This is an optimization exercise on Yosys and OpenROAD, whose aim is small area and a short achievable clock period, not a production implementation.
At most, simulation tests tie the RTL to the original design; equivalence was not proved.
Power and IR drop assume default switching activity.

Design float_addsub, start of the top module:
module float_addsub(
	input wire clk,
	input wire [31:0] v1,
	input wire [31:0] v2,
	input wire op,
	output wire [31:0] vres
);
export LEC_CHECK = 0
export CAP_MARGIN = 20
export CORE_MARGIN = 2
export CORE_UTILIZATION = 40
export CTS_BUF_LIST = sky130_fd_sc_hd__clkbuf_16
export CTS_CLUSTER_DIAMETER = 100
export CTS_CLUSTER_SIZE = 30
export SETUP_SLACK_MARGIN = 1.9
export SLEW_MARGIN = 20
create_clock -name core_clock -period 4.0 [get_ports {clk}]
standard.sh (not shown) runs the stock make flow with config.mk's settings and CLKGATE_MAP_FILE= SYNTH_SCRIPT=/design/flow/synth_recipe.tcl, a recipe that flattens the netlist after the stock synthesis.
==> flow/flow/run.sh <==
#!/bin/bash
set -euo pipefail
export BUFFER_PORTS_ARGS="-buffer_cell sky130_fd_sc_hd__buf_2"
bash standard.sh > standard_flow.log 2>&1
Next try:
SETUP_SLACK_MARGIN = 2.05   (was 1.9)
=>
- design area is higher by a few percent
- total power is higher by a few percent
- non-clock buffer count is higher by 23
- sequential cell count stays the same
- clock-buffer cell count does not change
- synthesized cell count does not change
- register-to-register slack is worse by 30 ps
- cell count is higher slightly
Function was not checked in any run of this note: the RTL went through the layout flow alone.


v56:
The RTL this note starts from:
==> flow/design.v <==
module ks_sum #(parameter N = 25, parameter L = 5) (
	input  wire [N-1:0] g,
	input  wire [N-1:0] p,
	input  wire         cin,
	output wire [N-1:0] s
);
	wire [N-1:0] gg [0:L];
	wire [N-1:0] pp [0:L];
	assign gg[0] = g;
	assign pp[0] = p;
	genvar k, i;
	generate
		for (k = 0; k < L; k = k + 1) begin : lvl
			for (i = 0; i < N; i = i + 1) begin : bit_
				if (i >= (1 << k)) begin : comb
					assign gg[k+1][i] = gg[k][i] | (pp[k][i] & gg[k][i - (1 << k)]);
					assign pp[k+1][i] = pp[k][i] & pp[k][i - (1 << k)];
				end else begin : pass
					assign gg[k+1][i] = gg[k][i];
					assign pp[k+1][i] = pp[k][i];
				end
			end
		end
	endgenerate
	assign s = p ^ {gg[L][N-2:0], cin};
endmodule
module ks_add #(parameter N = 8, parameter L = 3) (
	input  wire [N-1:0] a,
	input  wire [N-1:0] b,
	input  wire         cin,
	output wire [N-1:0] s,
	output wire         cout
);
	wire [N-1:0] p = a ^ b;
	wire [N-1:0] g [0:L];
	wire [N-1:0] q [0:L];
	assign g[0] = {(a[N-1:1] & b[N-1:1]), (a[0] & b[0]) | (p[0] & cin)};
	assign q[0] = p;
	genvar k, i;
	generate
		for (k = 0; k < L; k = k + 1) begin : lvl
			for (i = 0; i < N; i = i + 1) begin : bit_
				if (i >= (1 << k)) begin : comb
					assign g[k+1][i] = g[k][i] | (q[k][i] & g[k][i - (1 << k)]);
					assign q[k+1][i] = q[k][i] & q[k][i - (1 << k)];
				end else begin : pass
					assign g[k+1][i] = g[k][i];
					assign q[k+1][i] = q[k][i];
				end
			end
		end
	endgenerate
	assign s = p ^ {g[L][N-2:0], cin};
	assign cout = g[L][N-1];
endmodule
module lzc25(
	input  wire [24:0] v,
	output wire [4:0]  n
);
	wire [31:0] x = {v, 7'h7f};
	wire [15:0] z1;             
	wire [15:0] c1;             
	genvar i;
	generate
		for (i = 0; i < 16; i = i + 1) begin : l1
			assign z1[i] = ~(x[2*i+1] | x[2*i]);
			assign c1[i] = ~x[2*i+1];
		end
	endgenerate
	wire [7:0] z2;
	wire [1:0] c2 [0:7];
	generate
		for (i = 0; i < 8; i = i + 1) begin : l2
			assign z2[i] = z1[2*i+1] & z1[2*i];
			assign c2[i] = z1[2*i+1] ? {1'b1, c1[2*i]} : {1'b0, c1[2*i+1]};
		end
	endgenerate
	wire [3:0] z3;
	wire [2:0] c3 [0:3];
	generate
		for (i = 0; i < 4; i = i + 1) begin : l3
			assign z3[i] = z2[2*i+1] & z2[2*i];
			assign c3[i] = z2[2*i+1] ? {1'b1, c2[2*i]} : {1'b0, c2[2*i+1]};
		end
	endgenerate
	wire [1:0] z4;
	wire [3:0] c4 [0:1];
	generate
		for (i = 0; i < 2; i = i + 1) begin : l4
			assign z4[i] = z3[2*i+1] & z3[2*i];
			assign c4[i] = z3[2*i+1] ? {1'b1, c3[2*i]} : {1'b0, c3[2*i+1]};
		end
	endgenerate
	assign n = z4[1] ? {1'b1, c4[0]} : {1'b0, c4[1]};
endmodule
module float_addsub(
	input wire clk,
	input wire [31:0] v1,
	input wire [31:0] v2,
	input wire op,
	output wire [31:0] vres
);
	wire        s1 = v1[31];
	wire        s2 = v2[31] ^ op;
	wire [7:0]  e1 = v1[30:23];
	wire [7:0]  e2 = v2[30:23];
	wire        sub = s1 ^ s2;
	wire [30:0] bg = v1[30:0] & ~v2[30:0];
	wire [30:0] be = ~(v1[30:0] ^ v2[30:0]);
	function automatic [1:0] cmpc(input [1:0] hi, input [1:0] lo);  
		cmpc = {hi[1] | (hi[0] & lo[1]), hi[0] & lo[0]};
	endfunction
	function automatic [1:0] cmp8(input [7:0] g, input [7:0] e);
		reg [1:0] a0, a1, a2, a3, b0, b1;
		begin
			a0 = cmpc({g[1], e[1]}, {g[0], e[0]});
			a1 = cmpc({g[3], e[3]}, {g[2], e[2]});
			a2 = cmpc({g[5], e[5]}, {g[4], e[4]});
			a3 = cmpc({g[7], e[7]}, {g[6], e[6]});
			b0 = cmpc(a1, a0);
			b1 = cmpc(a3, a2);
			cmp8 = cmpc(b1, b0);
		end
	endfunction
	wire [1:0] ce  = cmp8(bg[30:23], be[30:23]);
	wire [1:0] cf2 = cmp8(bg[22:15], be[22:15]);
	wire [1:0] cf1 = cmp8(bg[14:7], be[14:7]);
	wire [1:0] cf0 = cmp8({bg[6:0], 1'b0}, {be[6:0], 1'b1});
	wire [1:0] cf  = cmpc(cf2, cmpc(cf1, cf0));
	wire        gt = ce[1] | (ce[0] & cf[1]);    
	wire        eq = ce[0] & cf[0];
	wire [7:0]  d12;
	wire        c12;
	ks_add #(8, 3) ad12(.a(e1), .b(~e2), .cin(1'b1), .s(d12), .cout(c12));
	wire        ez = (e1 == 8'd0) | (e2 == 8'd0);      
	reg         r1_s1, r1_eqs, r1_sub, r1_gt, r1_gtn, r1_ez;
	reg  [7:0]  r1_e;
	reg  [22:0] r1_f1, r1_f2;
	reg  [7:0]  r1_d12;
	reg         r1_c12;
	always @(posedge clk) begin
		r1_s1   <= s1;
		r1_eqs  <= eq & sub;                
		r1_sub  <= sub;
		r1_gt   <= gt;                      
		r1_gtn  <= ~gt;                     
		r1_e    <= ce[1] ? e1 : e2;
		r1_f1   <= v1[22:0];
		r1_f2   <= v2[22:0];
		r1_ez   <= ez;
		r1_d12  <= d12;                     
		r1_c12  <= c12;                     
	end
	wire        neg = ~r1_c12;
	wire [7:0]  d;
	genvar k;
	assign d[0] = r1_d12[0];
	generate
		for (k = 1; k < 8; k = k + 1) begin : absd
			assign d[k] = r1_d12[k] ^ (neg & (r1_d12[k-1:0] != 0));
		end
	endgenerate
	wire        far = r1_ez | (d[7:5] != 3'd0) | (d[4:3] == 2'b11);
	wire        bz = r1_ez & (r1_d12 == 8'd0);         
	wire [22:0] fb = r1_gt ? r1_f1 : r1_f2;
	wire [23:0] x0 = {1'b1, r1_gtn ? r1_f1 : r1_f2};
	wire [23:0] x1 = d[0] ? {1'b0, x0[23:1]} : x0;
	wire [23:0] x2 = d[1] ? {2'b0, x1[23:2]} : x1;
	reg         r2_s, r2_sub, r2_hb;
	reg  [7:0]  r2_e;
	reg  [22:0] r2_fb;
	reg  [23:0] r2_x;
	reg  [2:0]  r2_sh;
	always @(posedge clk) begin
		r2_s    <= (r1_gt ? r1_s1 : r1_s1 ^ r1_sub) & ~r1_eqs;
		r2_sub  <= r1_sub;
		r2_hb   <= ~bz;                          
		r2_e    <= r1_e + 8'd1;
		r2_fb   <= fb & {23{~bz}};
		r2_x    <= x2 & {24{~far}};
		r2_sh   <= d[4:2];
	end
	wire [23:0] x3 = r2_sh[0] ? {4'b0, r2_x[23:4]} : r2_x;
	wire [23:0] x4 = r2_sh[1] ? {8'b0, x3[23:8]} : x3;
	wire [23:0] x5 = r2_sh[2] ? {16'b0, x4[23:16]} : x4;
	wire [24:0] opa = {1'b0, r2_hb, r2_fb};
	wire [24:0] opb = {r2_sub, x5 ^ {24{r2_sub}}};
	wire [24:0] gen = {opa[24:1] & opb[24:1], (opa[0] & opb[0]) | ((opa[0] ^ opb[0]) & r2_sub)};
	wire [24:0] pro = opa ^ opb;
	reg         r3_s, r3_cin;
	reg  [7:0]  r3_e;
	reg  [24:0] r3_g, r3_p;
	always @(posedge clk) begin
		r3_s    <= r2_s;
		r3_cin  <= r2_sub;
		r3_e    <= r2_e;
		r3_g    <= gen;
		r3_p    <= pro;
	end
	wire [24:0] sum;
	ks_sum #(25, 5) addm(.g(r3_g), .p(r3_p), .cin(r3_cin), .s(sum));
	reg         r4_s;
	reg  [7:0]  r4_e;
	reg  [24:0] r4_r;
	always @(posedge clk) begin
		r4_s    <= r3_s;
		r4_e    <= r3_e;
		r4_r    <= sum;
	end
	wire [4:0] lz;
	lzc25 lzm(.v(r4_r), .n(lz));
	reg         r5_s;
	reg  [7:0]  r5_e;
	reg  [24:0] r5_r;
	reg  [4:0]  r5_lz;
	always @(posedge clk) begin
		r5_s    <= r4_s;
		r5_e    <= r4_e;
		r5_r    <= r4_r;
		r5_lz   <= lz;
	end
	wire [24:0] n0 = r5_lz[4] ? {r5_r[8:0], 16'b0} : r5_r;
	wire [24:0] n1 = r5_lz[3] ? {n0[16:0], 8'b0} : n0;
	wire [24:0] n2 = r5_lz[2] ? {n1[20:0], 4'b0} : n1;
	wire [24:0] n3 = r5_lz[1] ? {n2[22:0], 2'b0} : n2;
	wire [24:0] n4 = r5_lz[0] ? {n3[23:0], 1'b0} : n3;
	reg         r6_s;
	reg  [7:0]  r6_e;
	reg  [4:0]  r6_lz;
	reg  [22:0] r6_f;
	always @(posedge clk) begin
		r6_s    <= r5_s;
		r6_e    <= r5_e;
		r6_lz   <= r5_lz;
		r6_f    <= n4[23:1];
	end
	wire [7:0]  ne = (r6_lz == 5'd25) ? 8'd0 : r6_e - {3'b0, r6_lz};
	reg  [31:0] r7;
	always @(posedge clk) begin
		r7 <= {r6_s, ne, r6_f};
	end
	assign vres = r7;
endmodule
clock: 4.0 ns
lec_check: 0
cap_margin: 20
core_margin: 2
core_utilization: 60
cts_buf_list: sky130_fd_sc_hd__clkbuf_16
cts_cluster_diameter: 100
cts_cluster_size: 30
setup_slack_margin: 2.0
slew_margin: 20
==> flow/flow/run.sh <==
#!/bin/bash
set -euo pipefail
export BUFFER_PORTS_ARGS="-buffer_cell sky130_fd_sc_hd__buf_1"
bash standard.sh > standard_flow.log 2>&1
v56: no failed stages, no open violations at the end
## Diff of input files: v27 against v56
- SETUP_SLACK_MARGIN now 2.1, was 2.0
[summary]
- The count of multi-input combinational gates on v56 is in line with that on v27.
- From v56 to v27 the numbers moved as follows: critical path depth shows a reduction of 1, post-route non-filler standard cell count shows an increase of about 0.9%, non-clock buffer count shows an increase of about 10%, met2 routed wirelength shows an increase of 180 microns.
- ~same switching fraction of total power in v27 and v56
- Diff v27..v56 | data required time of the critical path | negligible
- Delta (v27 minus v56): count of non-CTS inverters in the layout lower, clock skew was more or less identical.
Input changes introduced in v2 (baseline for comparison: v27):
- changing SETUP_SLACK_MARGIN from 2.1 to 2.05
## What came out
In v2, maximum frequency from static timing analysis is lower than in v27. Worst path required time: v2 vs v27 up 0.04 ns. Compared with v27, v2 ends up with a smaller final cell area. In v2 the wire length on met3 turned out 0.88% lower than in v27. Comparing v2 against v27, there is no change at all in synthesized cell area. v27 vs v2, start-to-end type of the worst setup path: in -> reg vs reg -> reg. Worst setup slack delta (v2 − v27): unfavourable. In the reports for v2 and v27, the larger routed wire length belongs to v27. v2 gives less fraction of area in non-clock buffers than v27 did.

[static timing again, ports no longer ideal]
How much do the figures lean on ideal ports? The routed layouts below were timed once more, with nothing changed but the port constraints. Step 1 (the two cells are an assumption about what drives the block):
set clk [get_ports {clk}]
set_driving_cell -lib_cell sky130_fd_sc_hd__clkbuf_16 $clk
set_driving_cell -lib_cell sky130_fd_sc_hd__buf_2 [delete_from_list [all_inputs] $clk]
Step 2, shift: input delay + t, output delay - t, t = (earliest + latest rising clock arrival at the registers) / 2. This alone moves slack from input paths to output paths. a / b / c = ideal ports / drivers / drivers and shift; a / b = the first two.
run	t (ns)	setup WS [ns]	latest minus earliest clock arrival (ns)	cell pins on the clock port's net
the first run of note 1	0.536	1.821 / 1.821 / 1.496	0.025 / 0.025	1
the second run of note 1	0.538	1.793 / 1.793 / 1.588	0.023 / 0.022	1
v56	0.534	2.026 / 2.026 / 1.519	0.012 / 0.013	1
v27	0.530	2.097 / 2.111 / 1.587	0.013 / 0.013	1
v2	0.526	2.067 / 2.067 / 1.569	0.014 / 0.015	1
After both steps setup and hold are still met in every run listed. The setup slack of v27, which loses most, moves by +0.014 ns with the drivers and by -0.510 ns with both steps.
